What follows belongs to an exercise in optimizing a design on an open flow for small area; a production flow would make more cautious choices. At most, simulation tests tie the RTL to the original design; equivalence was not proved. Only the layout flow was run in runs 1 and 2; the RTL was not checked for function there. No activity file was given, so power comes from the tool's default toggle rates.

===== flow/run.sh =====
#!/bin/bash
# Own flow: the standard layout (standard.sh) with these changes passed to ORFS's make:
#  - ADDER_MAP_FILE empty: no half/full-adder extraction in synthesis (the design has no
#    adders; extraction only turned decoder gates into half-adder cells);
#  - an area-oriented ABC script (flow/abc_area.script) in a copy of ORFS's scripts folder;
#  - port buffers are buf_1 cells;
#  - a clock tree of small clock buffers without dummy loads.
# Everything else, registers included, is the standard flow. make's full output goes to
# run_make.log here, and ORFS keeps each step's log under orfs/logs/.
set -euo pipefail
cd "$(dirname "$0")/.."
rm -rf scripts_own
cp -r "$FLOW_HOME/scripts" scripts_own
cp flow/abc_area.script scripts_own/abc_area.script
bash standard.sh \
  SCRIPTS_DIR="$PWD/scripts_own" \
  ADDER_MAP_FILE= \
  "BUFFER_PORTS_ARGS=-buffer_cell sky130_fd_sc_hd__buf_1" \
  "CTS_ARGS=-sink_clustering_enable -repair_clock_nets -dont_use_dummy_load -root_buf sky130_fd_sc_hd__clkbuf_4 -buf_list \"sky130_fd_sc_hd__clkbuf_4 sky130_fd_sc_hd__clkbuf_8\" -sink_clustering_size 15 -sink_clustering_max_diameter 100" \
  finish > run_make.log 2>&1

===== flow/abc_area.script =====
strash
dch
amap
strash
dch
amap
topo

===== standard.sh =====
#!/bin/bash
# synth_recipe.tcl (not shown) runs the flow's synth.tcl, then flattens the netlist and writes it again
# the make line also repeats each setting of config.mk as NAME=value (left out here)
make -C /OpenROAD-flow-scripts/flow DESIGN_CONFIG=/design/flow/config.mk WORK_HOME=/design/flow/orfs CLKGATE_MAP_FILE= SYNTH_SCRIPT=/design/flow/synth_recipe.tcl "${@:-finish}"

===== config.mk =====
export PLATFORM = sky130hd
export DESIGN_NAME = DigitalLock
export DESIGN_NICKNAME = DigitalLock
export VERILOG_FILES = /design/flow/design.v
export SDC_FILE = /design/flow/constraint.sdc
export NUM_CORES = 4
export LEC_CHECK = 0
export ABC_AREA = 1
export CAP_MARGIN = 20
export CORE_MARGIN = 2
export CORE_UTILIZATION = 40
export SLEW_MARGIN = 20

===== constraint.sdc =====
create_clock -name core_clock -period 12.0 [get_ports {clock}]
set_input_delay 2.4000 -clock core_clock [delete_from_list [all_inputs] [get_ports {clock}]]
set_output_delay 2.4000 -clock core_clock [all_outputs]
set_load 0.01 [all_outputs]

===== design.v =====
module HexTo7Seg ( 
	input		[3:0] hex, 
	output reg	[6:0] SevenSeg
);
always @(*) begin
	case(hex)
		4'h0: SevenSeg = ~7'b0000000;   
		4'h1: SevenSeg = ~7'b0000110;  
		4'h2: SevenSeg = ~7'b1011011;  
		4'h4: SevenSeg = ~7'b1001111;  
		4'h8: SevenSeg = ~7'b1100110;  
		4'h3: SevenSeg = ~7'b1111001;  
		4'h5: SevenSeg = ~7'b1010000;  
		4'h6: SevenSeg = ~7'b0111111;  
		4'h7: SevenSeg = ~7'b0111110;  
		4'h9: SevenSeg = ~7'b1010100;  
		4'hA: SevenSeg = ~7'b0111000;  
		4'hB: SevenSeg = ~7'b0111001;  
		4'hC: SevenSeg = ~7'b1011110;  
		4'hD: SevenSeg = ~7'b1101101;  
		4'hE: SevenSeg = ~7'b1111000;  
		default: SevenSeg = 7'b0000000;
	endcase
end
endmodule
module PasswordTo7Seg #(
	parameter NUM_DISPLAYS = 6
)(
	input [(4*NUM_DISPLAYS)-1:0] password,
	output [(7*NUM_DISPLAYS)-1:0] seven_seg
);
genvar i;
generate 
	for (i = 0; i < NUM_DISPLAYS; i = i + 1) begin : SevenSeg_loop
		HexTo7Seg display (
			.hex		( password[(i*4)+:4] ),
			.SevenSeg	( seven_seg[(i*7)+:7] )
		);
	end 
endgenerate
endmodule
module DigitalLock #(
	parameter PASSWORD_LENGTH = 5,
	parameter NUM_DISPLAYS = 6,
	parameter MAX_IDLE = 1000
)(
	input clock,
	input reset,
	input [3:0] key,
	output LED_locked,
	output LED_error,
	output LED_ep,
	output LED_cp,
	output LED_unlocked,
	output LED_reset,
	output [(7*NUM_DISPLAYS)-1:0] seven_seg
);
function [9:0] lfsr_next(input [9:0] s);
	lfsr_next = {s[8:0], ~(s[9] ^ s[6])};
endfunction
function [9:0] lfsr_after(input integer n);
	integer j;
	reg [9:0] s;
	begin
		s = 10'd0;
		for (j = 0; j < n; j = j + 1) s = lfsr_next(s);
		lfsr_after = s;
	end
endfunction
localparam [9:0] IDLE_END = lfsr_after(MAX_IDLE);
function [3:0] enc_key(input [3:0] v);
	enc_key =
		({4{v == 4'd1}} & 4'd2) |
		({4{v == 4'd2}} & 4'd14) |
		({4{v == 4'd3}} & 4'd7) |
		({4{v == 4'd4}} & 4'd10) |
		({4{v == 4'd5}} & 4'd1) |
		({4{v == 4'd6}} & 4'd6) |
		({4{v == 4'd7}} & 4'd13) |
		({4{v == 4'd8}} & 4'd3) |
		({4{v == 4'd9}} & 4'd9) |
		({4{v == 4'd10}} & 4'd12) |
		({4{v == 4'd11}} & 4'd4) |
		({4{v == 4'd12}} & 4'd8) |
		({4{v == 4'd13}} & 4'd11) |
		({4{v == 4'd14}} & 4'd5) |
		({4{v == 4'd15}} & 4'd15);
endfunction
wire [3:0] pressed = ~key;
reg dly;
reg S, E, Er, f;
reg C;
reg [19:0] temp, password;
reg [9:0] cnt;
wire ev     = ~dly & (|pressed);
wire tmo    = E & (cnt == IDLE_END);
wire full   = |temp[19:16];
wire empty0 = ~|temp[3:0];
wire done   = E & C & full;
wire match  = (temp == password);
always @(posedge clock) dly <= |pressed;
always @(posedge clock) begin
	if (E & ~C & ~ev & ~tmo)
		cnt <= lfsr_next(cnt);
	else
		cnt <= 10'd0;
end
always @(posedge clock) begin
	if (~E | done)
		temp <= 20'd0;
	else if (~C & ev)
		temp <= {temp[15:0], enc_key(pressed)};
end
always @(posedge clock) begin
	if (done & ~S & ~f)
		password <= temp;
end
always @(posedge clock) begin
	if (~E)
		C <= 1'b0;
	else if (C)
		C <= full;
	else
		C <= ev;
end
always @(posedge clock or posedge reset) begin
	if (reset) begin
		S  <= 1'b0;
		E  <= 1'b0;
		Er <= 1'b0;
		f  <= 1'b0;
	end else if (tmo) begin
		E  <= 1'b0;
		Er <= 1'b1;
	end else if (~E) begin
		if (ev) begin
			if (Er) Er <= 1'b0;
			else    E  <= 1'b1;
		end
	end else if (C) begin
		if (full) begin
			if (~S) f <= ~f;
			Er <= ~match & (S | f);
		end else if (empty0) begin
			if (Er)
				E <= 1'b0;
			else if (~f) begin
				E <= 1'b0;
				S <= ~S;
			end
		end
	end
end
assign LED_locked   = S;
assign LED_unlocked = ~S;
assign LED_error    = Er & ~E;
assign LED_ep       = E & S;
assign LED_cp       = E & ~S;
assign LED_reset    = reset;
wire [6:0] g0 =
	({7{temp[3:0] == 4'd0}} & 7'b1111111) |
	({7{temp[3:0] == 4'd1}} & 7'b0101111) |
	({7{temp[3:0] == 4'd2}} & 7'b1111001) |
	({7{temp[3:0] == 4'd3}} & 7'b0011001) |
	({7{temp[3:0] == 4'd4}} & 7'b1000110) |
	({7{temp[3:0] == 4'd5}} & 7'b0000111) |
	({7{temp[3:0] == 4'd6}} & 7'b1000000) |
	({7{temp[3:0] == 4'd7}} & 7'b0000110) |
	({7{temp[3:0] == 4'd8}} & 7'b0100001) |
	({7{temp[3:0] == 4'd9}} & 7'b0101011) |
	({7{temp[3:0] == 4'd10}} & 7'b0110000) |
	({7{temp[3:0] == 4'd11}} & 7'b0010010) |
	({7{temp[3:0] == 4'd12}} & 7'b1000111) |
	({7{temp[3:0] == 4'd13}} & 7'b1000001) |
	({7{temp[3:0] == 4'd14}} & 7'b0100100);
assign seven_seg[6:0] = E ? g0 : Er ? 7'b0101111 : S ? 7'b0100001 : reset ? 7'b0000111 : 7'b0100001;
wire [6:0] g1 =
	({7{temp[7:4] == 4'd0}} & 7'b1111111) |
	({7{temp[7:4] == 4'd1}} & 7'b0101111) |
	({7{temp[7:4] == 4'd2}} & 7'b1111001) |
	({7{temp[7:4] == 4'd3}} & 7'b0011001) |
	({7{temp[7:4] == 4'd4}} & 7'b1000110) |
	({7{temp[7:4] == 4'd5}} & 7'b0000111) |
	({7{temp[7:4] == 4'd6}} & 7'b1000000) |
	({7{temp[7:4] == 4'd7}} & 7'b0000110) |
	({7{temp[7:4] == 4'd8}} & 7'b0100001) |
	({7{temp[7:4] == 4'd9}} & 7'b0101011) |
	({7{temp[7:4] == 4'd10}} & 7'b0110000) |
	({7{temp[7:4] == 4'd11}} & 7'b0010010) |
	({7{temp[7:4] == 4'd12}} & 7'b1000111) |
	({7{temp[7:4] == 4'd13}} & 7'b1000001) |
	({7{temp[7:4] == 4'd14}} & 7'b0100100);
assign seven_seg[13:7] = E ? g1 : Er ? 7'b1000000 : S ? 7'b0000110 : reset ? 7'b0000110 : 7'b1000110;
wire [6:0] g2 =
	({7{temp[11:8] == 4'd0}} & 7'b1111111) |
	({7{temp[11:8] == 4'd1}} & 7'b0101111) |
	({7{temp[11:8] == 4'd2}} & 7'b1111001) |
	({7{temp[11:8] == 4'd3}} & 7'b0011001) |
	({7{temp[11:8] == 4'd4}} & 7'b1000110) |
	({7{temp[11:8] == 4'd5}} & 7'b0000111) |
	({7{temp[11:8] == 4'd6}} & 7'b1000000) |
	({7{temp[11:8] == 4'd7}} & 7'b0000110) |
	({7{temp[11:8] == 4'd8}} & 7'b0100001) |
	({7{temp[11:8] == 4'd9}} & 7'b0101011) |
	({7{temp[11:8] == 4'd10}} & 7'b0110000) |
	({7{temp[11:8] == 4'd11}} & 7'b0010010) |
	({7{temp[11:8] == 4'd12}} & 7'b1000111) |
	({7{temp[11:8] == 4'd13}} & 7'b1000001) |
	({7{temp[11:8] == 4'd14}} & 7'b0100100);
assign seven_seg[20:14] = E ? g2 : Er ? 7'b0101111 : S ? 7'b1000110 : reset ? 7'b0010010 : 7'b1000000;
wire [6:0] g3 =
	({7{temp[15:12] == 4'd0}} & 7'b1111111) |
	({7{temp[15:12] == 4'd1}} & 7'b0101111) |
	({7{temp[15:12] == 4'd2}} & 7'b1111001) |
	({7{temp[15:12] == 4'd3}} & 7'b0011001) |
	({7{temp[15:12] == 4'd4}} & 7'b1000110) |
	({7{temp[15:12] == 4'd5}} & 7'b0000111) |
	({7{temp[15:12] == 4'd6}} & 7'b1000000) |
	({7{temp[15:12] == 4'd7}} & 7'b0000110) |
	({7{temp[15:12] == 4'd8}} & 7'b0100001) |
	({7{temp[15:12] == 4'd9}} & 7'b0101011) |
	({7{temp[15:12] == 4'd10}} & 7'b0110000) |
	({7{temp[15:12] == 4'd11}} & 7'b0010010) |
	({7{temp[15:12] == 4'd12}} & 7'b1000111) |
	({7{temp[15:12] == 4'd13}} & 7'b1000001) |
	({7{temp[15:12] == 4'd14}} & 7'b0100100);
assign seven_seg[27:21] = E ? g3 : Er ? 7'b0101111 : S ? 7'b1000110 : reset ? 7'b0000110 : 7'b1000111;
wire [6:0] g4 =
	({7{temp[19:16] == 4'd0}} & 7'b1111111) |
	({7{temp[19:16] == 4'd1}} & 7'b0101111) |
	({7{temp[19:16] == 4'd2}} & 7'b1111001) |
	({7{temp[19:16] == 4'd3}} & 7'b0011001) |
	({7{temp[19:16] == 4'd4}} & 7'b1000110) |
	({7{temp[19:16] == 4'd5}} & 7'b0000111) |
	({7{temp[19:16] == 4'd6}} & 7'b1000000) |
	({7{temp[19:16] == 4'd7}} & 7'b0000110) |
	({7{temp[19:16] == 4'd8}} & 7'b0100001) |
	({7{temp[19:16] == 4'd9}} & 7'b0101011) |
	({7{temp[19:16] == 4'd10}} & 7'b0110000) |
	({7{temp[19:16] == 4'd11}} & 7'b0010010) |
	({7{temp[19:16] == 4'd12}} & 7'b1000111) |
	({7{temp[19:16] == 4'd13}} & 7'b1000001) |
	({7{temp[19:16] == 4'd14}} & 7'b0100100);
assign seven_seg[34:28] = E ? g4 : Er ? 7'b0000110 : S ? 7'b1000000 : reset ? 7'b0101111 : 7'b0101011;
assign seven_seg[41:35] = E ? 7'b1111111 : Er ? 7'b1111111 : S ? 7'b1000111 : reset ? 7'b1111111 : 7'b1000001;
endmodule

==> results of run 1 <==
==> cells in the mapped netlist, drive strengths merged <==
cell type / count / area share
clkinv: 42 / 0.057
buf: 6 / 0.016
dfxtp: 32 / 0.23
a221oi: 19 / 0.061
nand2: 24 / 0.033
nand3: 6 / 0.011
conb: 1 / 0.0014
o21a: 2 / 0.0055
a21oi: 28 / 0.051
nor3: 10 / 0.018
o21ai: 34 / 0.062
nor4: 6 / 0.014
a31oi: 8 / 0.018
o22ai: 6 / 0.014
o221ai: 1 / 0.0032
or2: 3 / 0.0068
nand4: 3 / 0.0068
dfrtp: 4 / 0.036
a211oi: 3 / 0.0082
nor4b: 1 / 0.0032
o32ai: 2 / 0.0064
nor2: 61 / 0.083
or3: 1 / 0.0023
o2111ai: 1 / 0.0032
edfxtp: 20 / 0.22
a31o: 5 / 0.016
nor2b: 3 / 0.0068
o21bai: 1 / 0.0027
==> worst max-delay path by stage <==
stage | start | slack [ps] | to
detailed placement | reset | 5550 | seven_seg[2]
global placement | reset | 5620 | seven_seg[30]
floorplan | reset | 5980 | seven_seg[1]
==> kinds of logic after synthesis <==
| logic type | count (synthesis) |
|---|---|
| AOI/OAI and AO/OA | 110 |
| DFF | 56 |
| and+or+nand+nor | 118 |
| buffers and inverters | 48 |
| other | 1 |
==> power groups by stage <==
stage,logic (W),clock network [W],registers [W]
2_1_floorplan,0.000205,0,0.000260
3_3_place_gp,0.000302,0,0.000273
3_5_place_dp,0.000303,0,0.000273
==> through the flow <==
step / worst slack [ps] / power, W / cell area [um2] / instances / util
after detailed placement: 5550 / 0.000576 / 3010 / 461 / 0.448
after global placement: 5620 / 0.000574 / 3010 / 461 / 0.448
after floorplan: 5980 / 0.000465 / 2750 / 334 / -
==> notes.md, run 1 <==
Logic synthesis
After synthesis, the share of cell area in mux cells is 0. After synthesis, the largest family of logic cells by area is compound AO/OA/AOI/OAI gates. Of the total synthesized cell area, the portion taken by AND, OR, NAND and NOR gates is 0.185. Dividing the synthesized area by the synthesized cell count gives 8.24 um2.

The synthesized instance count is 333. The share of the synthesized area in compound gates (AO/OA/AOI/OAI) was 0.251. The share of the Yosys chip area taken by registers is 0.489.

The number of warnings reported in the yosys synthesis log is 1. The post-synthesis sequential element count is 56. The share of the synthesized netlist area taken by xor and xnor gates is 0. The number of different library cells used by synthesis comes to 28. The mapped netlist covers 2740 um2. The share of synthesized cell area in full adder, half adder and majority cells is 0.

Floorplanning
The y dimension of the die is 86.8 um. Measured along the x axis, the die boundary spans 86.8 um. The initial utilization of the core area, before any placement, comes to 0.408. The boundary pin count is 54.

In this run the core area contains 30 standard-cell rows.

Placement
Summed over all nets, the half-perimeter wirelength after detailed placement is 5360 um. The final weighted congestion in routability-driven placement is 0.871. During placement, the flow inserted port buffers numbering 51.

Outcome
The first error in the log reads "[ERROR STA-0564] clock_tree_synthesis positional arguments not supported". The flow did not finish. The last stage reached is clock tree synthesis.
==> run 2, diff against run 1 <==
--- a/flow/run.sh
+++ b/flow/run.sh
@@ -16,5 +16,5 @@
   SCRIPTS_DIR="$PWD/scripts_own" \
   ADDER_MAP_FILE= \
   "BUFFER_PORTS_ARGS=-buffer_cell sky130_fd_sc_hd__buf_1" \
-  "CTS_ARGS=-sink_clustering_enable -repair_clock_nets -dont_use_dummy_load -root_buf sky130_fd_sc_hd__clkbuf_4 -buf_list \"sky130_fd_sc_hd__clkbuf_4 sky130_fd_sc_hd__clkbuf_8\" -sink_clustering_size 15 -sink_clustering_max_diameter 100" \
+  "CTS_ARGS=-sink_clustering_enable -repair_clock_nets -dont_use_dummy_load -root_buf sky130_fd_sc_hd__clkbuf_8 -buf_list sky130_fd_sc_hd__clkbuf_8" \
   finish > run_make.log 2>&1
==> run 2 against run 1 <==
  * Now clean on timing, DRC and antenna
  * Synthesized area stayed put
  * Synthesized cell count is the same
==> notes.md, run 2 <==
Outcome
The run finished with no timing, DRC or antenna violations.

CTS
TritonCTS built the clock tree. Counting every sink on the clock net gives 56. In this run, CTS created clock tree buffers numbering 5. The root cell of the clock tree is sky130_fd_sc_hd__clkbuf_8.

The largest buffer count on any clock path is 2. In this run, post-CTS repair resized a total of 0 instances. Once the clock tree was built, the setup fixing pass inserted 0 buffers. The clock-pin slew on the worst setup and hold paths is 90 ps. The clock insertion delay at the later pin of the skew report is 300 ps. The total of hold buffers inserted after clock tree synthesis is 0. The clock tree synthesis step divided the H-tree into 2 levels.

Logic synthesis
The count of flip-flops with a built-in enable after synthesis is 20. The synthesized design spends more area on one cell type than any other, namely sky130_fd_sc_hd__dfxtp_1. Of all flip-flops after synthesis, the portion carrying an async set or reset was 0.0714. The prevailing post-synth register cell is sky130_fd_sc_hd__dfxtp_1.

The share of the synthesized area in the top cell type is 0.233. Yosys instantiated no cell more often than sky130_fd_sc_hd__nor2_1. The number of different library cells in the post-synthesis netlist is 28. Dividing the synthesized area by the synthesized cell count gives 8.24 um2.

The number of warnings reported in the yosys synthesis log is 1. The multiplexer area fraction after synthesis is 0. The area share of and/or/nand/nor cells after synthesis is 0.185. Of the synthesized area, sequential elements account for 0.489. In this run the cell area of the synthesized design comes to 2740 um2. The share of the synthesized netlist area taken by xor and xnor gates is 0. Sorting the synthesized cells by how often they occur yields 61 x sky130_fd_sc_hd__nor2_1, 42 x sky130_fd_sc_hd__clkinv_1, 34 x sky130_fd_sc_hd__o21ai_0. The share of synthesized cell area in full adder, half adder and majority cells is 0. Synthesis handed over a netlist of 333 instances.

By area, the combinational part of the netlist is dominated by compound AO/OA/AOI/OAI gates. In this run, synthesis produced a sequential element count of 56. The share of the synthesized area in compound gates (AO/OA/AOI/OAI) came to 0.251. Ranked by total cell area, the synthesized netlist is headed by sky130_fd_sc_hd__dfxtp_1 23%, sky130_fd_sc_hd__edfxtp_1 22%, sky130_fd_sc_hd__nor2_1 8.3%.

Layout
The library cell used most frequently in the layout, excluding fill and tap cells, is sky130_fd_sc_hd__nor2_1. For this run, the number of standard cells in the final layout without fillers is 466. The largest registers in the layout are password (20), temp (20), cnt (10). At the end of the flow, the number of nets in the layout was 394. In the final layout, the share of cells above drive strength 1 is 0.0181. Relative to the synthesized area, the layout overhead comes to 12.2%. The repair_antennas step left the layout with diodes totalling 0. In the layout the commonest cells are 61 x sky130_fd_sc_hd__nor2_1, 51 x sky130_fd_sc_hd__buf_1, 42 x sky130_fd_sc_hd__clkinv_1.

Timing
On the final layout, the worst hold slack is 427 ps. The final count of negative-setup-slack endpoints is 0. The worst pin sits at a relative slew slack of 0.498. The routed design could run at a clock period as short as 6450 ps.

The final worst slack is 5550 ps. The period utilization is 0.538. Between clock sinks in the finished design, the worst skew comes to 10.9 ps. The final max-slew violation count was 0. For the final routed database, the setup TNS stands at 0 ps. The maximum frequency from static timing analysis is 155 MHz. The final-report hold violation count is 0.

Setup repair after global routing left no endpoint under its margin. The transition at the pin with the smallest max-transition slack is 754 ps.

Routing
The violation count after the first detailed-route iteration is 128. For this block, the routed nets add up to 7330 um of wire. Dividing the detail-routed wire length by the instance count gives 15.7 um. In the routed design, unresolved DRC markers number 0. The average vias per placed instance is 5.62. The pre-antenna-repair detailed-routing pass consisted of 4 iterations. The final route contains 2621 vias. In this run the remaining antenna-violating nets after routing total 0.

Power
Dividing total power by cell area gives a power density of 216 nW/um2. VDD sags by at most 0.0000939 V. The leakage dissipation is 1.04 nW.

Floorplanning
The die area is 7540 um2. The floorplan die width is 86.8 um. In this run the standard cell core region covers 6720 um2.

The die is 86.8 um tall. The number of rows in the core area is 30. In this run the count of I/O pins placed on the die edge is 54. The initial utilization of the core area, before any placement, comes to 0.408.

Worst setup path
The required time of the critical path is 9600 ps. STA classifies the critical path startpoint as an input port. The data arrival time of the worst path is 4050 ps.

Measured in cells, the most critical reg-to-reg path has a length of 4. Of all nets on the critical path, the largest fanout is 8. The kind of capture point of the worst setup path is an output pin. The worst register-to-register path ends at temp[17]. The origin of the critical flop-to-flop path is E. The critical path start-end classification is in -> out. The timing endpoint of the critical path is seven_seg[2]. In this run the worst setup path begins at reset. The worst register-to-register path has a setup slack of 9110 ps.

Global routing
The number of global-route vias before repair is 2214. The wire length of the first global-routing pass is 11500 um. The initial antenna violation count is 0. The global-route congestion overflow total is 0.

The largest net degree at the start of global routing is 23. Across every metal layer, demand over resource in global routing totals 0.197.

Placement
The quantity of I/O buffers inserted on ports is 51. After detailed placement, the design holds a cell count of 461. At the placement stage, the worst setup path has a slack of 5550 ps. The congestion estimate from routability-driven global placement came to 0.871. The total half-perimeter wirelength after legalization and detailed placement is 5360 um.

Job
The reported max-cap violation count is 0.

Worst hold path
The class of the tightest hold or removal check is reg -> reg.
run 2: worst max-delay path: stages:
cell and delay, ps:
sky130_fd_sc_hd__buf_1 120, sky130_fd_sc_hd__clkinv_1 260, sky130_fd_sc_hd__o21ai_0 590, sky130_fd_sc_hd__clkinv_1 300
sky130_fd_sc_hd__a31oi_1 210, sky130_fd_sc_hd__buf_1 170
run 2: cells by family after synthesis:
| kind of cell | Yosys count |
|---|---|
| AND/OR/NAND/NOR | 118 |
| flip-flops | 56 |
| buffers and inverters | 48 |
| other | 1 |
| AO/OA/AOI/OAI | 110 |
run 2: layout make-up:
class                   instances  area [um2]
inverters                      42         158
clock buffers                   5        68.8
fillers                       665        3640
flip-flops and latches         56        1340
well taps                      80         100
repair buffers                 53         206
multi-input cells             230        1200
run 2: stage by stage:
step | total power, W | util | area [um2]
finish | 0.000666 | 0.458 | 3080
global route | 0.000719 | 0.458 | 3080
CTS | 0.000670 | 0.458 | 3080
detailed placement | 0.000576 | 0.448 | 3010
global placement | 0.000574 | 0.448 | 3010
floorplan | 0.000465 | - | 2750
run 2: worst min path at each step:
stage | slack, ps | end | startpoint | cells past startpoint
after detailed placement | 420 | cnt[4] | cnt[3] | 2
after floorplan | 400 | cnt[5] | cnt[4] | 2
after global placement | 410 | cnt[1] | cnt[0] | 2
after global routing | 450 | cnt[9] | cnt[8] | 2
after CTS | 430 | cnt[5] | cnt[4] | 2
final | 430 | cnt[9] | cnt[8] | 2
run 2: where the power goes:
| group | total (W) | switching [W] | internal [W] | leakage (nW) |
|---|---|---|---|---|
| logic | 0.000303 | 0.000205 | 0.0000978 | 0.509 |
| registers | 0.000270 | 0.0000431 | 0.000227 | 0.495 |
| clock network | 0.0000934 | 0.0000556 | 0.0000379 | 0.0359 |
run 2: routing by layer:
| metal | wire length, um | share of wire | global-route usage | vias to the layer above |
|---|---|---|---|---|
| met5 | 0 | 0 | 0 | - |
| met4 | 100 | 0.014 | 0.0511 | 0 |
| met3 | 396 | 0.054 | 0.0343 | 11 |
| met2 | 3260 | 0.44 | 0.303 | 81 |
| met1 | 3570 | 0.49 | 0.287 | 1213 |
| li1 | - | - | - | 1316 |
==> run 3, diff against run 2 <==
--- a/design.v
+++ b/design.v
@@ -70,20 +70,20 @@
 localparam [9:0] IDLE_END = lfsr_after(MAX_IDLE);
 function [3:0] enc_key(input [3:0] v);
 	enc_key =
-		({4{v == 4'd1}} & 4'd2) |
+		({4{v == 4'd1}} & 4'd8) |
 		({4{v == 4'd2}} & 4'd14) |
-		({4{v == 4'd3}} & 4'd7) |
+		({4{v == 4'd3}} & 4'd6) |
 		({4{v == 4'd4}} & 4'd10) |
 		({4{v == 4'd5}} & 4'd1) |
-		({4{v == 4'd6}} & 4'd6) |
+		({4{v == 4'd6}} & 4'd12) |
 		({4{v == 4'd7}} & 4'd13) |
 		({4{v == 4'd8}} & 4'd3) |
 		({4{v == 4'd9}} & 4'd9) |
-		({4{v == 4'd10}} & 4'd12) |
+		({4{v == 4'd10}} & 4'd5) |
 		({4{v == 4'd11}} & 4'd4) |
-		({4{v == 4'd12}} & 4'd8) |
+		({4{v == 4'd12}} & 4'd2) |
 		({4{v == 4'd13}} & 4'd11) |
-		({4{v == 4'd14}} & 4'd5) |
+		({4{v == 4'd14}} & 4'd7) |
 		({4{v == 4'd15}} & 4'd15);
 endfunction
 wire [3:0] pressed = ~key;
@@ -160,85 +160,85 @@
 wire [6:0] g0 =
 	({7{temp[3:0] == 4'd0}} & 7'b1111111) |
 	({7{temp[3:0] == 4'd1}} & 7'b0101111) |
-	({7{temp[3:0] == 4'd2}} & 7'b1111001) |
+	({7{temp[3:0] == 4'd2}} & 7'b0100001) |
 	({7{temp[3:0] == 4'd3}} & 7'b0011001) |
 	({7{temp[3:0] == 4'd4}} & 7'b1000110) |
-	({7{temp[3:0] == 4'd5}} & 7'b0000111) |
-	({7{temp[3:0] == 4'd6}} & 7'b1000000) |
-	({7{temp[3:0] == 4'd7}} & 7'b0000110) |
-	({7{temp[3:0] == 4'd8}} & 7'b0100001) |
+	({7{temp[3:0] == 4'd5}} & 7'b1000111) |
+	({7{temp[3:0] == 4'd6}} & 7'b0000110) |
+	({7{temp[3:0] == 4'd7}} & 7'b0000111) |
+	({7{temp[3:0] == 4'd8}} & 7'b1111001) |
 	({7{temp[3:0] == 4'd9}} & 7'b0101011) |
 	({7{temp[3:0] == 4'd10}} & 7'b0110000) |
 	({7{temp[3:0] == 4'd11}} & 7'b0010010) |
-	({7{temp[3:0] == 4'd12}} & 7'b1000111) |
+	({7{temp[3:0] == 4'd12}} & 7'b1000000) |
 	({7{temp[3:0] == 4'd13}} & 7'b1000001) |
 	({7{temp[3:0] == 4'd14}} & 7'b0100100);
 assign seven_seg[6:0] = E ? g0 : Er ? 7'b0101111 : S ? 7'b0100001 : reset ? 7'b0000111 : 7'b0100001;
 wire [6:0] g1 =
 	({7{temp[7:4] == 4'd0}} & 7'b1111111) |
 	({7{temp[7:4] == 4'd1}} & 7'b0101111) |
-	({7{temp[7:4] == 4'd2}} & 7'b1111001) |
+	({7{temp[7:4] == 4'd2}} & 7'b0100001) |
 	({7{temp[7:4] == 4'd3}} & 7'b0011001) |
 	({7{temp[7:4] == 4'd4}} & 7'b1000110) |
-	({7{temp[7:4] == 4'd5}} & 7'b0000111) |
-	({7{temp[7:4] == 4'd6}} & 7'b1000000) |
-	({7{temp[7:4] == 4'd7}} & 7'b0000110) |
-	({7{temp[7:4] == 4'd8}} & 7'b0100001) |
+	({7{temp[7:4] == 4'd5}} & 7'b1000111) |
+	({7{temp[7:4] == 4'd6}} & 7'b0000110) |
+	({7{temp[7:4] == 4'd7}} & 7'b0000111) |
+	({7{temp[7:4] == 4'd8}} & 7'b1111001) |
 	({7{temp[7:4] == 4'd9}} & 7'b0101011) |
 	({7{temp[7:4] == 4'd10}} & 7'b0110000) |
 	({7{temp[7:4] == 4'd11}} & 7'b0010010) |
-	({7{temp[7:4] == 4'd12}} & 7'b1000111) |
+	({7{temp[7:4] == 4'd12}} & 7'b1000000) |
 	({7{temp[7:4] == 4'd13}} & 7'b1000001) |
 	({7{temp[7:4] == 4'd14}} & 7'b0100100);
 assign seven_seg[13:7] = E ? g1 : Er ? 7'b1000000 : S ? 7'b0000110 : reset ? 7'b0000110 : 7'b1000110;
 wire [6:0] g2 =
 	({7{temp[11:8] == 4'd0}} & 7'b1111111) |
 	({7{temp[11:8] == 4'd1}} & 7'b0101111) |
-	({7{temp[11:8] == 4'd2}} & 7'b1111001) |
+	({7{temp[11:8] == 4'd2}} & 7'b0100001) |
 	({7{temp[11:8] == 4'd3}} & 7'b0011001) |
 	({7{temp[11:8] == 4'd4}} & 7'b1000110) |
-	({7{temp[11:8] == 4'd5}} & 7'b0000111) |
-	({7{temp[11:8] == 4'd6}} & 7'b1000000) |
-	({7{temp[11:8] == 4'd7}} & 7'b0000110) |
-	({7{temp[11:8] == 4'd8}} & 7'b0100001) |
+	({7{temp[11:8] == 4'd5}} & 7'b1000111) |
+	({7{temp[11:8] == 4'd6}} & 7'b0000110) |
+	({7{temp[11:8] == 4'd7}} & 7'b0000111) |
+	({7{temp[11:8] == 4'd8}} & 7'b1111001) |
 	({7{temp[11:8] == 4'd9}} & 7'b0101011) |
 	({7{temp[11:8] == 4'd10}} & 7'b0110000) |
 	({7{temp[11:8] == 4'd11}} & 7'b0010010) |
-	({7{temp[11:8] == 4'd12}} & 7'b1000111) |
+	({7{temp[11:8] == 4'd12}} & 7'b1000000) |
 	({7{temp[11:8] == 4'd13}} & 7'b1000001) |
 	({7{temp[11:8] == 4'd14}} & 7'b0100100);
 assign seven_seg[20:14] = E ? g2 : Er ? 7'b0101111 : S ? 7'b1000110 : reset ? 7'b0010010 : 7'b1000000;
 wire [6:0] g3 =
 	({7{temp[15:12] == 4'd0}} & 7'b1111111) |
 	({7{temp[15:12] == 4'd1}} & 7'b0101111) |
-	({7{temp[15:12] == 4'd2}} & 7'b1111001) |
+	({7{temp[15:12] == 4'd2}} & 7'b0100001) |
 	({7{temp[15:12] == 4'd3}} & 7'b0011001) |
 	({7{temp[15:12] == 4'd4}} & 7'b1000110) |
-	({7{temp[15:12] == 4'd5}} & 7'b0000111) |
-	({7{temp[15:12] == 4'd6}} & 7'b1000000) |
-	({7{temp[15:12] == 4'd7}} & 7'b0000110) |
-	({7{temp[15:12] == 4'd8}} & 7'b0100001) |
+	({7{temp[15:12] == 4'd5}} & 7'b1000111) |
+	({7{temp[15:12] == 4'd6}} & 7'b0000110) |
+	({7{temp[15:12] == 4'd7}} & 7'b0000111) |
+	({7{temp[15:12] == 4'd8}} & 7'b1111001) |
 	({7{temp[15:12] == 4'd9}} & 7'b0101011) |
 	({7{temp[15:12] == 4'd10}} & 7'b0110000) |
 	({7{temp[15:12] == 4'd11}} & 7'b0010010) |
-	({7{temp[15:12] == 4'd12}} & 7'b1000111) |
+	({7{temp[15:12] == 4'd12}} & 7'b1000000) |
 	({7{temp[15:12] == 4'd13}} & 7'b1000001) |
 	({7{temp[15:12] == 4'd14}} & 7'b0100100);
 assign seven_seg[27:21] = E ? g3 : Er ? 7'b0101111 : S ? 7'b1000110 : reset ? 7'b0000110 : 7'b1000111;
 wire [6:0] g4 =
 	({7{temp[19:16] == 4'd0}} & 7'b1111111) |
 	({7{temp[19:16] == 4'd1}} & 7'b0101111) |
-	({7{temp[19:16] == 4'd2}} & 7'b1111001) |
+	({7{temp[19:16] == 4'd2}} & 7'b0100001) |
 	({7{temp[19:16] == 4'd3}} & 7'b0011001) |
 	({7{temp[19:16] == 4'd4}} & 7'b1000110) |
-	({7{temp[19:16] == 4'd5}} & 7'b0000111) |
-	({7{temp[19:16] == 4'd6}} & 7'b1000000) |
-	({7{temp[19:16] == 4'd7}} & 7'b0000110) |
-	({7{temp[19:16] == 4'd8}} & 7'b0100001) |
+	({7{temp[19:16] == 4'd5}} & 7'b1000111) |
+	({7{temp[19:16] == 4'd6}} & 7'b0000110) |
+	({7{temp[19:16] == 4'd7}} & 7'b0000111) |
+	({7{temp[19:16] == 4'd8}} & 7'b1111001) |
 	({7{temp[19:16] == 4'd9}} & 7'b0101011) |
 	({7{temp[19:16] == 4'd10}} & 7'b0110000) |
 	({7{temp[19:16] == 4'd11}} & 7'b0010010) |
-	({7{temp[19:16] == 4'd12}} & 7'b1000111) |
+	({7{temp[19:16] == 4'd12}} & 7'b1000000) |
 	({7{temp[19:16] == 4'd13}} & 7'b1000001) |
 	({7{temp[19:16] == 4'd14}} & 7'b0100100);
 assign seven_seg[34:28] = E ? g4 : Er ? 7'b0000110 : S ? 7'b1000000 : reset ? 7'b0101111 : 7'b0101011;
--- a/config.mk
+++ b/config.mk
@@ -6,7 +6,8 @@
 export NUM_CORES = 4
 export LEC_CHECK = 0
 export ABC_AREA = 1
-export CAP_MARGIN = 20
+export CAP_MARGIN = 0
 export CORE_MARGIN = 2
 export CORE_UTILIZATION = 40
-export SLEW_MARGIN = 20
+export GPL_TIMING_DRIVEN = 0
+export SLEW_MARGIN = 0
==> run 3 against run 2 <==
  * Worst hold slack better by 8.5 ps
  * Synthesized cell count is 3.6% lower
  * Final cell count down 2.1%
  * Global-route usage rose by 0.19 points
  * Cell area is 0.73% lower
  * Sequential power fell by 1%
  * Critical endpoint unchanged
  * Largest power group unchanged
==> notes.md, run 3 <==
Job
The reported max-cap violation count is 0.

Timing
At the pin with the least slew margin, the transition time is 779 ps. Clock skew on the completed layout was measured at 17.3 ps. Setup repair after global routing left no endpoint under its margin. The worst path in the final design needs a cycle of 6660 ps, including I/O delays and setup. Setup violations remaining at the end of the flow were counted as 0. The period utilization is 0.555.

Timing would allow up to 150 MHz. The worst slew slack as a fraction of its limit is 0.480. The setup TNS is 0 ps. The final max-slew violation count is 0. The final-report hold violation count is 0.

Logic synthesis
Summing every instance area after synthesis gives 2680 um2. The prevailing post-synth register cell is sky130_fd_sc_hd__dfxtp_1. Yosys mapped the design onto 30 distinct sky130hd cell types. In the synthesized netlist the async set-or-reset flop fraction comes to 0.0714. By area the synthesized netlist is led by sky130_fd_sc_hd__dfxtp_1 24%, sky130_fd_sc_hd__edfxtp_1 22%, sky130_fd_sc_hd__nor2_1 7.4%.

The count of flip-flops with a built-in enable after synthesis is 20. By instance count, the leading cell after synthesis is sky130_fd_sc_hd__nor2_1. The biggest area consumer among synthesized cells is sky130_fd_sc_hd__dfxtp_1. The synthesized instance count is 321. The post-synthesis sequential element count is 56. For this run, the number of Yosys warnings is 1. Of the post-synthesis cell area, the dominant cell type holds 0.239. By count the netlist is led by 53 x sky130_fd_sc_hd__nor2_1, 42 x sky130_fd_sc_hd__clkinv_1, 38 x sky130_fd_sc_hd__nand2_1.

Each instance of the synthesized netlist takes up on average 8.34 um2. For this run, the register share of the synthesized area comes to 0.501.

Routing
The wire length per cell after detailed routing is 15.6 um. The DRC violations left is 0. The violation count after the first detailed-route iteration is 168.

Once detail routing completed, the nets flagged for antenna violations numbered 0. After detailed routing, the total wire length is 7130 um. For this run, the detailed router's first-pass iteration total came to 7. The detailed-route via count is 2503. The average vias per placed instance is 5.49.

Global routing
The initial antenna violation count is 0. The total overflow left after global routing is 0. The number of global-route vias before repair came to 2218. The first global-routing pass estimated 11400 um of wire.

For this run, the total global-route usage over all layers was measured as 0.199. The largest net degree at the start of global routing is 24.

Worst setup path
The number of buffers and inverters on the critical path is 4. Traced cell by cell, the critical path runs through buf_1, clkinv_1, o21ai_0, clkinv_1, a31oi_1, buf_1. The number of cells on the worst reg-to-reg path is 5.

STA puts the critical path data required time at 9600 ps. Broken down by cell family, the worst path's largest delay share belongs to buffers and inverters. The critical path start-end classification is in -> out. The worst register-to-register path begins at E. The largest single stage delay on the critical path is 680 ps. At the worst endpoint, the arrival time is 4260 ps.

The startpoint kind of the worst setup timing path is an input port. The peak fanout along the critical path is 7. For this design, the slowest cell found on the critical path is sky130_fd_sc_hd__o21ai_0. The depth of the critical timing path with buffers and inverters included is 6. In this run the worst setup path begins at reset. The kind of capture point of the worst setup path is an output pin.

Placement
The quantity of I/O buffers inserted on ports is 51. Summed over all nets, the half-perimeter wirelength after detailed placement is 5260 um. The final weighted congestion in routability-driven placement is 0.869.

Layout
The repair_antennas step left the layout with diodes totalling 0. In the final layout, the registers with the most flip-flops are password (20), temp (20), cnt (10). In the layout the commonest cells are 52 x sky130_fd_sc_hd__nor2_1, 51 x sky130_fd_sc_hd__buf_1, 42 x sky130_fd_sc_hd__clkinv_1. The share of the core filled with cells is 0.476.

The final net count is 387. Leaving out fill and tap cells, the most frequent cell in the layout is sky130_fd_sc_hd__nor2_1. The area growth from synthesis to layout is 14.1%. In the final layout, the share of cells above drive strength 1 is 0.0343.

CTS
Clock tree synthesis inserted a total of 5 buffers. The clock insertion delay at the later pin of the skew report is 310 ps. Once the clock tree was built, the setup fixing pass inserted 0 buffers. Gates resized during post-CTS repair numbered 0. The root cell of the clock tree is sky130_fd_sc_hd__clkbuf_8. The largest buffer count on any clock path is 2.

The clock-pin slew on the worst setup and hold paths is 100 ps. Buffers inserted to repair hold after CTS numbered 0. TritonCTS built the clock tree. The H-tree level count is 2. The clock sink total is 56.

Worst hold path
The start point of the worst min-delay path is cnt[4]. Counting instances, the worst hold path has a depth of 2. The class of the tightest hold or removal check is reg -> reg.

Outcome
The flow ran to the end and the layout has no timing, DRC or antenna violations.

Floorplanning
The number of rows in the core area is 29. The boundary pin count is 54. In this run the vertical extent of the chip is 85.8 um. The initial utilization of the core area, before any placement, comes to 0.417.

The die covers 7360 um2. The area of the core region is 6420 um2. The floorplan die width is 85.8 um.

Power
Across the VDD grid, the largest voltage drop is 0.0000941 V. The total power density per cell area is 218 nW/um2. The leakage dissipation is 1.06 nW.
run 3: worst register-to-register path, delay by kind of cell, from the launching register on:
kind	cells	cell delay [ps]
AND/OR/NAND/NOR	3	1230
flip-flops	1	840
buffers and inverters	2	1050
run 3: cell families (layout without fill, tap and decap cells):
family                 count (synthesis)  after routing  synth area share
and+or+nand+nor                      117            117             0.184
buffers and inverters                 48            105            0.0757
DFF                                   56             56             0.501
other                                  1              2           0.00140
AOI/OAI and AO/OA                     99             99             0.238
run 3: final timing paths:
path                       slack [ps]           end
setup reg to reg                 8590   password[7]
hold / removal                    440        cnt[5]
max in group asynchronous        9820             E
hold reg to reg                   440        cnt[5]
min in group asynchronous        2010             f
setup / recovery                 5340  seven_seg[2]
run 3: layer usage:
layer  share of wire  GRT usage  vias to the layer above  wire length, um
met5               0          0                        -                0
met4           0.015     0.0649                        0              105
met3           0.043     0.0462                       10              305
met2            0.47      0.308                       62             3320
met1            0.48      0.276                     1160             3400
li1                -          -                     1271                -
run 3: layout make-up:
cell class | count | area (um2)
plain buffers | 6 | 45.0
flip-flops and latches | 56 | 1340
well taps | 77 | 96.3
multi-input cells | 218 | 1140
inverters | 42 | 158
repair buffers | 52 | 206
fillers | 666 | 3370
clock buffers | 5 | 68.8
run 3: stage by stage:
stage,cell area (um2),hold WS (ps),worst slack (ps),std cells,power [W]
after CTS,3060,439,5350,456,0.000669
after global placement,2970,418,5400,450,0.000573
after floorplan,2680,403,5960,322,0.000460
after global routing,3060,459,5170,456,0.000714
final,3060,436,5340,456,0.000666
after detailed placement,2990,423,5340,451,0.000576
run 3: report_power, final:
part | leakage (nW) | internal (W) | switching [W]
Clock | 0.0359 | 0.0000379 | 0.0000556
Sequential | 0.495 | 0.000227 | 0.0000393
Combinational | 0.532 | 0.000102 | 0.000204
Total | 1.06 | 0.000367 | 0.000299
==> run 4, diff against run 3 <==
--- a/config.mk
+++ b/config.mk
@@ -6,8 +6,7 @@
 export NUM_CORES = 4
 export LEC_CHECK = 0
 export ABC_AREA = 1
-export CAP_MARGIN = 0
+export CAP_MARGIN = 20
 export CORE_MARGIN = 2
 export CORE_UTILIZATION = 40
-export GPL_TIMING_DRIVEN = 0
-export SLEW_MARGIN = 0
+export SLEW_MARGIN = 20
==> run 4 against run 3 <==
  * Still clean on timing, DRC and antenna
  * Worst hold slack got worse by 13 ps
  * Utilization fell by 0.86 points
  * Non-clock buffer count fell by 6
==> notes.md, run 4 <==
Floorplanning
The area of the core region is 6420 um2. From bottom edge to top edge, the die measures 85.8 um. The boundary pin count is 54.

The die is 85.8 um wide. The starting density of the core is 0.417. The die covers 7360 um2.

The number of rows in the core area is 29.

Logic synthesis
The post-synthesis sequential element count is 56. Averaged over all synthesized cells, the footprint is 8.34 um2. The commonest cells after synthesis are 53 x sky130_fd_sc_hd__nor2_1, 42 x sky130_fd_sc_hd__clkinv_1, 38 x sky130_fd_sc_hd__nand2_1. The synthesized instance count is 321.

The most numerous cell in the Yosys netlist is sky130_fd_sc_hd__nor2_1. By area the synthesized netlist is led by sky130_fd_sc_hd__dfxtp_1 24%, sky130_fd_sc_hd__edfxtp_1 22%, sky130_fd_sc_hd__nor2_1 7.4%. The share of synthesized area in the top cell type comes to 0.239. The total standard cell area after synthesis is 2680 um2. The fraction of the yosys area taken by sequential cells is 0.501. The synthesized design contains 20 enable-type register cells.

The number of warnings reported in the yosys synthesis log is 1. The number of different library cells in the post-synthesis netlist is 30. The biggest area consumer among synthesized cells is sky130_fd_sc_hd__dfxtp_1. The fraction of synthesis flops using an asynchronous set or reset pin is 0.0714.

In the synthesized netlist the dominant register cell turns out to be sky130_fd_sc_hd__dfxtp_1.

Timing
Setup violations remaining at the end of the flow were counted as 0. The worst hold slack after final layout is 423 ps. The setup TNS is 0 ps.

The worst path in the final design needs a cycle of 6550 ps, including I/O delays and setup. The final max-slew violation count is 0. The final-report hold violation count came to 0. In this run the tightest slew margin relative to its limit is 0.468.

For the final database, setup skew stands at 14.8 ps. Setup repair after global routing left no endpoint under its margin. The transition at the pin with the smallest max-transition slack is 798 ps. The period utilization is 0.546. Static timing analysis puts the maximum clock frequency at 153 MHz.

Global routing
The highest-utilization routing layer at the global route stage is met2. The met2 capacity usage during global routing is 0.326. Across every metal layer, demand over resource in global routing totals 0.199. The initial antenna violation count was 0. Global routing finished with a remaining overflow of 0.

The met1 routing resource usage after global routing is 0.273. The number of global-route vias before repair is 2247. For this run, global-route usage on met3 was measured as 0.0404.

The wire length of the first global-routing pass is 11400 um. Entering global routing, the biggest net connects 24 pins.

Power
The leakage dissipation is 1.03 nW. The total power after layout is 0.000659 W. The worst voltage drop across the vdd grid is 0.000106 V. The total power density per cell area is 220 nW/um2.

Worst setup path
The required time of the critical path is 9600 ps. Walking the worst path, the cells encountered are buf_1, clkinv_1, o21ai_0, clkinv_1, a31oi_1, buf_1. The slowest stage of the critical path belongs to the cell sky130_fd_sc_hd__o21ai_0.

The kind of capture point of the worst setup path is an output pin. The critical path start-end classification is in -> out. STA classifies the critical path startpoint as an input port. The gate family responsible for the most delay along the worst path is buffers and inverters. The number of buffers and inverters on the critical path is 4. The data arrival time of the worst path is 4150 ps.

For this run, the slowest stage of the critical path takes 590 ps. The peak fanout along the critical path is 7.

Layout
The largest registers in the layout are password (20), temp (20), cnt (10). In the layout the commonest cells are 53 x sky130_fd_sc_hd__nor2_1, 51 x sky130_fd_sc_hd__buf_1, 42 x sky130_fd_sc_hd__clkinv_1. The library cell used most frequently in the layout, excluding fill and tap cells, is sky130_fd_sc_hd__nor2_1.

Once layout is complete, the utilization of the core stands at 0.467. The final net count is 381. The finished layout holds 450 standard cells, fillers aside.

In the final layout, the share of cells above drive strength 1 is 0.0161. The synthesis-to-finish area growth is 12.1%. The repair_antennas step left the layout with diodes totalling 0.

Placement
The final weighted congestion in routability-driven placement is 0.897. The number of instances in the placed design is 445. The total half-perimeter wirelength after legalization and detailed placement is 5150 um. The quantity of I/O buffers inserted on ports is 51.

Routing
The detailed-route via count is 2588. In the routed design, unresolved DRC markers number 0. The wire length per cell after detailed routing is 15.6 um. In the routed layout, each cell is associated on average with a via count of 5.75. The detailed router finished its first iteration with 198 violations. The first-pass detailed-route iteration total is 17. The count of nets left with antenna violations once routing finished came out at 0. Summed over all layers, the routed wires come to 7010 um.

CTS
The clock sink total is 56. The CTS tree is done. The number of buffers added for setup after CTS is 0. CTS built an H-tree with a depth of 2.

The clock insertion delay at the later pin of the skew report is 310 ps. Counting the buffers created by CTS gives 5. The clock-pin slew on the worst setup and hold paths is 100 ps.

The root cell of the clock tree is sky130_fd_sc_hd__clkbuf_8. The total of hold buffers inserted after clock tree synthesis is 0. The longest clock path from root to sink contains 2 buffers. The number of gates resized after CTS is 0.

Worst hold path
The class of the tightest hold or removal check is reg -> reg.

Outcome
The flow ran to the end and the layout has no timing, DRC or antenna violations.

Job
Max-cap violations in this run came to 0.
==> run 4: metrics by stage <==
stage	setup slack [ps]	area [um2]
final	5450	3000
after global routing	5220	3000
after CTS	5460	3000
after detailed placement	5480	2930
after global placement	5550	2930
after floorplan	5960	2680
==> run 4: logic make-up after synthesis <==
family	synth area share
AO/OA/AOI/OAI	0.238
buffers and inverters	0.0757
flip-flops	0.501
other	0.00140
AND/OR/NAND/NOR	0.184
==> run 4: final timing paths <==
check | startpoint | endpoint | slack (ps) | cells past startpoint
setup / recovery | reset | seven_seg[2] | 5450 | 6
hold / removal | cnt[0] | cnt[1] | 420 | 2
setup reg to reg | E | temp[13] | 8800 | 4
hold reg to reg | cnt[0] | cnt[1] | 420 | 2
max in group asynchronous | reset | f | 9830 | 2
min in group asynchronous | reset | Er | 2010 | 2
==> run 4: per-layer routing <==
metal  up-vias  wire length, um
met5         -                0
met4         0               42
met3         4              392
met2        73             3310
met1      1242             3260
li1       1269                -
==> run 4: final cells by class <==
class,count,area (um2)
Multi-Input combinational cell,218,1140
Inverter,42,158
Clock buffer,5,68.8
Sequential cell,56,1340
Timing Repair Buffer,52,199
Tap cell,77,96.3
Fill cell,656,3420
==> run 4: power by group <==
part | internal (W) | switching (W) | leakage, nW | total (W)
clock | 0.0000378 | 0.0000556 | 0.0359 | 0.0000935
sequential | 0.000227 | 0.0000390 | 0.495 | 0.000266
combinational | 0.0000972 | 0.000202 | 0.504 | 0.000299
==> run 4: tightest hold or removal path: cells and delay by family (launching register included) <==
kind | cells | cell delay [ps]
flip-flops | 1 | 310
buffers and inverters | 1 | 40
AND/OR/NAND/NOR | 1 | 30

## afterwards: timing with drivers on the ports
How much do the figures lean on ideal ports? The routed layouts below were timed once more, with nothing changed but the port constraints.
Step 1: set_driving_cell puts a clkbuf_16 on clock and a buf_2 on each other input, an assumption about the parent block.
Step 2 also shifts input and output timing later by t, the mid clock arrival at the registers, as if the neighbouring blocks saw the same clock.
Three values: no drivers, after step 1, after step 2; two values: the first two.
run | t, ns | slack for setup (ns) | clock arrival spread, ns
run 2 | 0.325 | 5.546 / 5.524 / 5.524 | 0.011 / 0.010
run 3 | 0.334 | 5.339 / 5.314 / 5.314 | 0.018 / 0.018
run 4 | 0.329 | 5.447 / 5.425 / 5.425 | 0.014 / 0.015
After both steps every run listed still meets setup and hold. The setup slack of run 3, which loses most, moves by -0.025 ns with the drivers and by -0.025 ns with both steps.
